This design comes from an exercise in tuning for small area and a short achievable clock period on the open sky130 flow, not from production work.
No run shown here included a check of the RTL's function; only the layout flow was run.

==> flow/design.v, too long to show whole: its modules and the start of the top module <==
// module winograd: 3934 lines
// module wino_ha: 6 lines
// module wino_nand: 5 lines
// module wino_nandn: 5 lines
// module wino_nor: 5 lines
// module wino_x2: 5 lines
// module wino_xn: 5 lines
// module wino_fa: 6 lines
// module winograd_top: 28 lines
module winograd_top(clk, rst_n, in_valid,
    inp10, inp11, inp12, inp13, inp20, inp21, inp22, inp23,
    inp30, inp31, inp32, inp33, inp40, inp41, inp42, inp43,
    ker10, ker11, ker12, ker20, ker21, ker22, ker30, ker31, ker32,
    out_valid, out10, out11, out20, out21);
  // ...
==> flow/flow/run.sh <==
#!/bin/bash
# Own layout flow: the standard flow (standard.sh) with two changes:
#  - the port buffers use a small buffer cell (buf_1) instead of the default choice;
#  - timing repair aims for 11.0 ns of setup slack, i.e. it works on every path
#    longer than 4.5 ns (the clock period stays 15.5 ns).
export BUFFER_PORTS_ARGS="-buffer_cell sky130_fd_sc_hd__buf_1"
export SETUP_SLACK_MARGIN=11.0
bash standard.sh > standard.log 2>&1
==> flow/standard.sh <==
#!/bin/bash
# synth_recipe.tcl (not shown) runs the flow's synth.tcl, then flattens the netlist and writes it again
# the make line also repeats each setting of config.mk as NAME=value (left out here)
make -C /OpenROAD-flow-scripts/flow DESIGN_CONFIG=/design/flow/config.mk WORK_HOME=/design/flow/orfs CLKGATE_MAP_FILE= SYNTH_SCRIPT=/design/flow/synth_recipe.tcl "${@:-finish}"
==> flow/config.mk <==
export PLATFORM = sky130hd
export DESIGN_NAME = winograd_top
export DESIGN_NICKNAME = winograd_top
export VERILOG_FILES = /design/flow/design.v
export SDC_FILE = /design/flow/constraint.sdc
export NUM_CORES = 4
export LEC_CHECK = 0
export CAP_MARGIN = 20
export CORE_MARGIN = 2
export CORE_UTILIZATION = 60
export CTS_CLUSTER_DIAMETER = 100
export CTS_CLUSTER_SIZE = 25
export SLEW_MARGIN = 20
export SYNTH_HIERARCHICAL = 1
==> flow/constraint.sdc <==
create_clock -name core_clock -period 15.5 [get_ports {clk}]
set_input_delay 3.1000 -clock core_clock [delete_from_list [all_inputs] [get_ports {clk}]]
set_output_delay 3.1000 -clock core_clock [all_outputs]
set_load 0.01 [all_outputs]
==> impl_metrics.ini, run 1 <==
[status]
status = complete, no violations

[setup_path]
critPathSlowestCell = fa_2
cpPeakStageDelay_ps = 610
path_buf_inv = 2
cp-startpoint = inp21[1]
r2r_slack_ps = 11070

[timing]
fin_crit_ps = 4500
hold_viol_final = 0
relSlewSlack_pct = 49.7
finalClockSkew_ps = 21.6
setup_slack_ps = 11000

[synth]
synth-compound-area-share_pct = 0
yosysUniqueCellTypes = 11
syn-num-nets = 3107
synth_top_family_by_area = adder cells
synth_seq_cells = 368

[finish]
antenna-diode-count = 0
stdcell_count = 3109
largestClassByArea = multi-input gates
nets = 3343
finish.instance_area_mm2 = 0.0294
largest_reg_flops = 3
drive_gt1_share_pct = 7.15
nNonClkInverters = 259
final_cell_mix = 519 x fa_1, 458 x nand2_1, 338 x dfxtp_1, 302 x xor2_1, 255 x inv_1
final-clk-cell-share_pct = 1.91

[floorplanning]
die_h_um = 216
ioPinCount = 236
die_area_mm2 = 0.0467

[global_routing]
grt_pass1_wl_um = 106000
grt-ovfl-total = 0

[placed_design]
io_buffers = 235

[clock_tree]
clk_pin_slew_ps = 100
post_cts_buffers = 1
clkSinkCount = 368
insertion_delay_ps = 560

[detailed_routing]
wire_per_inst_um = 23.0
drt_iter0_drc = 1291
wl_met1_um = 27200

[hold_path]
hp-class = reg2reg
==> inputs of run 2 (changes only) <==
==> flow/flow/run.sh (replaced) <==
#!/bin/bash
# Own layout flow: the standard flow (standard.sh) with two changes:
#  - the port buffers use a small buffer cell (buf_1) instead of the default choice;
#  - timing repair aims for 10.9 ns of setup slack, i.e. it works on every path
#    longer than 4.6 ns (the clock period stays 15.5 ns).
export BUFFER_PORTS_ARGS="-buffer_cell sky130_fd_sc_hd__buf_1"
export SETUP_SLACK_MARGIN=10.9
bash standard.sh > standard.log 2>&1
==> run 2 against run 1 <==
Design area is 1.2% lower. Synthesized area stayed put. Fmax is 1.7% lower. Still clean. Highest routed layer unchanged.
==> impl_metrics.ini, run 2 <==
[hold_path]
hp-class = reg2reg

[synth]
yosysMostFrequentCell = fa_1
synthTopCellsByArea = fa_1 45%, dfxtp_1 27%, xor2_1 9.9%
synthesis.area_mm2 = 0.0270
avgSynthCellArea_um2 = 11.8
syn-num-nets = 3107
seq_area_frac_synth_pct = 27.3
synth_ff_type = dfxtp_1
syn_inst = 2277
async_flop_share_pct = 0
yosysWarnings = 8
synth_edf_count = 0
synth_seq_cells = 368
netlist_top_cells_count = 608 x fa_1, 463 x nand2_1, 368 x dfxtp_1, 304 x xor2_1, 259 x inv_1
synth.largest_area_cell = fa_1
yosysUniqueCellTypes = 11
synthDominantCellAreaShare_pct = 45.1

[global_routing]
grt_use_total_pct = 32.1
first_global_vias = 17900
busiest_layer = met2
grt-ovfl-total = 0
grt_util_met1_pct = 42.9
grt_pass1_wl_um = 107000
use_met3_pct = 4.72
grt_antenna_before_repair = 3
grt_use_met2_pct = 53.0
grt_max_degree = 26

[setup_path]
cp-end-kind = flop
path_buf_inv = 1
critPathSlowestCell = fa_1
path_cells = buf_1 > ha_4 > fa_2 > fa_1 > fa_1
crit_arrival_ps = 5010
cpMostUsedCell = fa_1
crit_fanout = 3
cp_data_required_time_ps = 15940
crit_type = in2reg
start_kind = input pin
r2r_slack_ps = 10950
critPathTopFamily = adder cells
cpPeakStageDelay_ps = 480

[clock_tree]
clockRootBuffer = clkbuf_16
clkSinkCount = 368
cts_max_level = 1
clk_pin_slew_ps = 100
insertion_delay_ps = 560
postCtsHoldBufs = 0
clock_path_buffers = 3
cts_tree = yes
cts_inserted_buffers = 19

[finish]
area_growth_pct = 7.74
drive_gt1_share_pct = 3.35
regMostFlops = vld
final_common_cell = fa_1
fin_util_pct = 65.6
largest_reg_flops = 3
nets = 3334
antenna-diode-count = 0
final_cell_mix = 573 x fa_1, 463 x nand2_1, 352 x dfxtp_1, 302 x xor2_1, 259 x inv_1

[timing]
relSlewSlack_pct = 50.1
fin_setup_tns_ps = 0
final_max_slew_viol_count = 0
finalSetupViolCount = 0
max_freq_mhz = 219
worstMarginPinSlew_ps = 746
finalClockSkew_ps = 32.0
hold_viol_final = 0
period_share_pct = 29.5
fin_crit_ps = 4570
rsz0062_at_grt = yes

[flow_run]
max_cap_viol_count = 0

[detailed_routing]
drt_iter0_drc = 1151
drtAntennaViolNets = 0
route.detailed.drc = 0
drt_pass1_iterations = 5
wirelength_um = 71200
wire_per_inst_um = 23.0
avgViaCountPerCell = 5.17
vias = 16000

[placed_design]
io_buffers = 235
place_congestion = 0.963
dp_hpwl_um = 63900

[floorplanning]
core_area_mm2 = 0.0443
die_h_um = 216
ioPinCount = 236
die_w_um = 216
die_area_mm2 = 0.0467
start_util_pct = 60.9
num_rows = 77

[status]
status = complete, no violations
run 2: timing repair:
action                                  4_1_cts  5_1_grt
endpoints found under the setup margin       27       26
resized for setup                            14       40
pin swaps                                     0        5
buffers inserted                              0        3
run 2: metal layers:
layer | vias to the layer above | wire length (um)
met3 | 123 | 4610
met5 | - | 27
met2 | 615 | 34300
met1 | 8232 | 28600
li1 | 7046 | -
met4 | 4 | 3710
run 2: per-stage QoR:
stage | worst slack, ps | cells | hold WS [ps] | cell area, um^2
2_1_floorplan | 10790 | 2277 | 310 | 27000
6_report | 10930 | 3099 | 333 | 29100
3_3_place_gp | 10340 | 3072 | 311 | 28400
3_5_place_dp | 10300 | 3072 | 321 | 28400
5_1_grt | 10860 | 3099 | 353 | 29100
4_1_cts | 10870 | 3096 | 339 | 28900
run 2: cells by family after synthesis:
kind of cell             count (synthesis)  share of synthesized area, %
adder cells (fa/ha/maj)                627                          46.0
AND/OR/NAND/NOR                        557                          8.09
XOR/XNOR                               434                          14.1
flip-flops                             368                          27.3
buffers and inverters                  291                          4.50
run 2: cell type report:
class | instances | area, um^2
Tap cell | 592 | 741
Multi-Input combinational cell | 1618 | 18500
Timing Repair Buffer | 238 | 906
Fill cell | 3557 | 15300
Clock buffer | 19 | 475
Clock inverter | 5 | 47.5
Inverter | 259 | 972
Sequential cell | 368 | 7390
run 2: worst paths after layout:
path | start | end | cells after the start
setup reg to reg | core.r1_n115 | core.r2_n1758 | 9
setup / recovery | ker30[0] | core.r1_n37 | 5
hold reg to reg | core.r2_n1750 | core.r3_n1750 | 0
hold / removal | core.r2_n1750 | core.r3_n1750 | 0
run 2: worst register-to-register path: cells and delay by family (launching register included):
kind	cells	cell delay (ps)
and+or+nand+nor	2	280
DFF	1	480
adders and majority gates	7	3680
run 2: modules after synthesis, one instance, submodules excluded:
module        flip-flops and latches  cell area [um^2]
wino_nand                          0              3.75
wino_ha                            0              12.5
wino_nor                           0              3.75
winograd                         365              8520
wino_nandn                         0              6.26
wino_xn                            0              8.76
winograd_top                       3              78.8
wino_x2                            0              8.76
wino_fa                            0              20.0
==> inputs of run 3 (changes only) <==
==> flow/flow/run.sh (replaced) <==
#!/bin/bash
# Own layout flow: the standard flow (standard.sh) with two changes:
#  - the port buffers use a small buffer cell (buf_1) instead of the default choice;
#  - timing repair aims for 11.1 ns of setup slack, i.e. it works on every path
#    longer than 4.4 ns (the clock period stays 15.5 ns).
export BUFFER_PORTS_ARGS="-buffer_cell sky130_fd_sc_hd__buf_1"
export SETUP_SLACK_MARGIN=11.1
bash standard.sh > standard.log 2>&1
==> run 3 against run 2 <==
Still clean. Core utilization increased by 2.0 points. Cell count increased by 1.5%. Via count increased by 1.2%. Non-clock buffer count increased by 43. Register-to-register slack improved by 140 ps. Synthesized cell count unchanged. Sequential share of layout area decreased by 0.56 points. Fmax increased by 3.7%. Clock-buffer cell count increased by 1. Critical path type is now reg2reg. Largest cell class unchanged. Highest routed layer unchanged.
==> impl_metrics.ini, run 3 <==
[detailed_routing]
drt_iter0_drc = 1219
drtAntennaViolNets = 0
drt_pass1_iterations = 7
wirelength_um = 72900
vias = 16200
wire_per_inst_um = 23.2
route.detailed.drc = 0
avgViaCountPerCell = 5.16

[synth]
yosysMostFrequentCell = fa_1
avgSynthCellArea_um2 = 11.8
synthTopCellsByArea = fa_1 45%, dfxtp_1 27%, xor2_1 9.9%
synth.largest_area_cell = fa_1
synthDominantCellAreaShare_pct = 45.1
synth_edf_count = 0
async_flop_share_pct = 0
yosysUniqueCellTypes = 11
synthesis.area_mm2 = 0.0270
synth_ff_type = dfxtp_1
netlist_top_cells_count = 608 x fa_1, 463 x nand2_1, 368 x dfxtp_1, 304 x xor2_1, 259 x inv_1
synth_seq_cells = 368
yosysWarnings = 8
seq_area_frac_synth_pct = 27.3
syn_inst = 2277
syn-num-nets = 3107

[setup_path]
crit_fanout = 5
start_kind = flop
critPathSlowestCell = fa_2
r2r_slack_ps = 11090
path_cells = fa_2 > buf_4 > fa_2 > fa_2 > nand2_1 > xnor2_2 > fa_2 > fa_1 > fa_1 > fa_2 > xor2_2
cp-end-kind = flop
cp-startpoint = core.r1_ker30_1
r2r_cells = 11
endpoint = core.r2_n1919
crit_arrival_ps = 4840
reg2reg_from = core.r1_ker30_1
crit_type = reg2reg
cp_data_required_time_ps = 15930
cpMostUsedCell = fa_2
cpPeakStageDelay_ps = 600
reg2reg_to = core.r2_n1919

[flow_run]
max_cap_viol_count = 0

[finish]
largest_reg_flops = 3
seqCellArea_mm2 = 0.00745
nFillCells = 3413
finish.instance_area_mm2 = 0.0299
area_growth_pct = 11.0
antenna-diode-count = 0
fin_util_pct = 67.6
final_cell_mix = 454 x fa_1, 453 x nand2_1, 334 x dfxtp_1, 299 x xor2_1, 250 x inv_1
multiInputGateArea_mm2 = 0.0189
nets = 3378
regMostFlops = vld
final_common_cell = fa_1
drive_gt1_share_pct = 11.9

[global_routing]
use_met3_pct = 5.05
grt_max_degree = 26
grt-ovfl-total = 0
grt_pass1_wl_um = 108000
busiest_layer = met2
grt_use_total_pct = 32.7
grt_util_met1_pct = 43.2
grt_antenna_before_repair = 3
grt_use_met2_pct = 55.5
first_global_vias = 17900

[clock_tree]
cts_inserted_buffers = 20
postCtsHoldBufs = 0
insertion_delay_ps = 570
clockRootBuffer = clkbuf_16
cts_tree = yes
clk_pin_slew_ps = 100
clkSinkCount = 368
clock_path_buffers = 3
cts_max_level = 1

[floorplanning]
die_w_um = 216
start_util_pct = 60.9
core_area_mm2 = 0.0443
die_h_um = 216
ioPinCount = 236
num_rows = 77
die_area_mm2 = 0.0467

[status]
status = complete, no violations

[placed_design]
dp_hpwl_um = 64300
io_buffers = 235
place_congestion = 0.952
place_area_mm2 = 0.0284
dpl_worst_slack_ps = 10310

[timing]
worstMarginPinSlew_ps = 815
finalSetupViolCount = 0
finalClockSkew_ps = 38.0
fin_setup_tns_ps = 0
max_freq_mhz = 227
final_max_slew_viol_count = 0
rsz0062_at_grt = yes
fin_crit_ps = 4410
relSlewSlack_pct = 45.5
period_share_pct = 28.5
hold_viol_final = 0
setup_slack_ps = 11090

[hold_path]
hp-class = reg2reg
[run 3: through the flow]
| stage | hold slack [ps] | cells |
|---|---|---|
| 2_1_floorplan | 310 | 2277 |
| 3_3_place_gp | 314 | 3072 |
| 3_5_place_dp | 328 | 3072 |
| 4_1_cts | 351 | 3110 |
| 5_1_grt | 362 | 3144 |
| 6_report | 350 | 3144 |
[run 3: worst min-delay path by stage]
stage / cells past startpoint / slack [ps] / from / to
2_1_floorplan: 0 / 310 / core.r2_n1750 / core.r3_n1750
3_3_place_gp: 0 / 310 / core.r2_n1750 / core.r3_n1750
3_5_place_dp: 0 / 330 / core.r2_n1750 / core.r3_n1750
4_1_cts: 0 / 350 / core.r2_n1750 / core.r3_n1750
5_1_grt: 0 / 360 / core.r2_n1750 / core.r3_n1750
6_report: 0 / 350 / core.r2_n1750 / core.r3_n1750
[run 3: cells by family (layout without fill, tap and decap cells)]
family | count (synthesis) | count (layout) | synth area share [%]
flip-flops | 368 | 368 | 27.3
AND/OR/NAND/NOR | 557 | 557 | 8.09
XOR/XNOR | 434 | 434 | 14.1
adder cells (fa/ha/maj) | 627 | 627 | 46.0
buffers and inverters | 291 | 566 | 4.50
[run 3: critical path, delay by kind of cell (launching register included)]
family	cells	cell delay, ps
xor+xnor	2	410
fa+ha+maj	7	3160
buf+inv	1	160
flops	1	420
simple gates	1	120
[run 3: layer usage]
metal / up-vias / wire, um
met1: 8366 / 28900
met3: 102 / 4740
met5: - / 18
met4: 2 / 3260
li1: 7132 / -
met2: 611 / 36000
[run 3: modules after synthesis (local to each module, per instance)]
| module | cell area, um^2 | cells | times used | flops+latches |
|---|---|---|---|---|
| wino_xn | 8.76 | 1 | 130 | 0 |
| wino_fa | 20.0 | 1 | 608 | 0 |
| wino_x2 | 8.76 | 1 | 304 | 0 |
| winograd_top | 78.8 | 6 | 1 | 3 |
| wino_nandn | 6.26 | 1 | 33 | 0 |
| winograd | 8520 | 656 | 1 | 365 |
| wino_ha | 12.5 | 1 | 19 | 0 |
| wino_nand | 3.75 | 1 | 463 | 0 |
| wino_nor | 3.75 | 1 | 58 | 0 |
[run 3: timing repair]
item | in CTS | in global routing
buffers inserted | 12 | 34
setup endpoints to repair | 56 | 37
resized for setup | 108 | 116
pin swaps | 25 | 63
[run 3: final cells by class]
type                            instances  share of cell area (%)
Clock buffer                           20                    1.67
Clock inverter                          6                   0.359
Inverter                              259                    3.25
Multi-Input combinational cell       1618                    63.2
Sequential cell                       368                    24.9
Tap cell                              592                    2.47
Timing Repair Buffer                  281                    4.19

[separate check: timing with driven ports]
In the flow no input, the clock included, has a driving cell. The finished layouts below were timed again as built, in two steps.
Step 1 assumes that a clkbuf_16 drives the clock port and a buf_2 every other input.
Step 2 adds t to the input delays and takes it off the output delays; t is the mean of the earliest and latest rising clock arrival at the registers after step 1. Input paths then give back, and output paths get back, about the clock's delay inside the block.
Slacks: ideal ports / drivers / drivers and shift; pairs: ideal ports / drivers.
| run | t, ns | setup slack, ns | worst setup path after step 2 | worst slew at a driven data input, ns | cell pins on the clock port's net |
|---|---|---|---|---|---|
| run 1 | 0.608 | 11.004 / 11.027 / 10.419 | input to register | 0.06 | 1 |
| run 2 | 0.610 | 10.926 / 10.951 / 10.355 | input to register | 0.06 | 1 |
| run 3 | 0.609 | 11.089 / 11.089 / 10.528 | input to register | 0.06 | 1 |
After both steps every run listed still meets setup and hold. For run 1, which loses most, drivers alone change the setup slack by +0.023 ns; drivers and shift together by -0.585 ns.
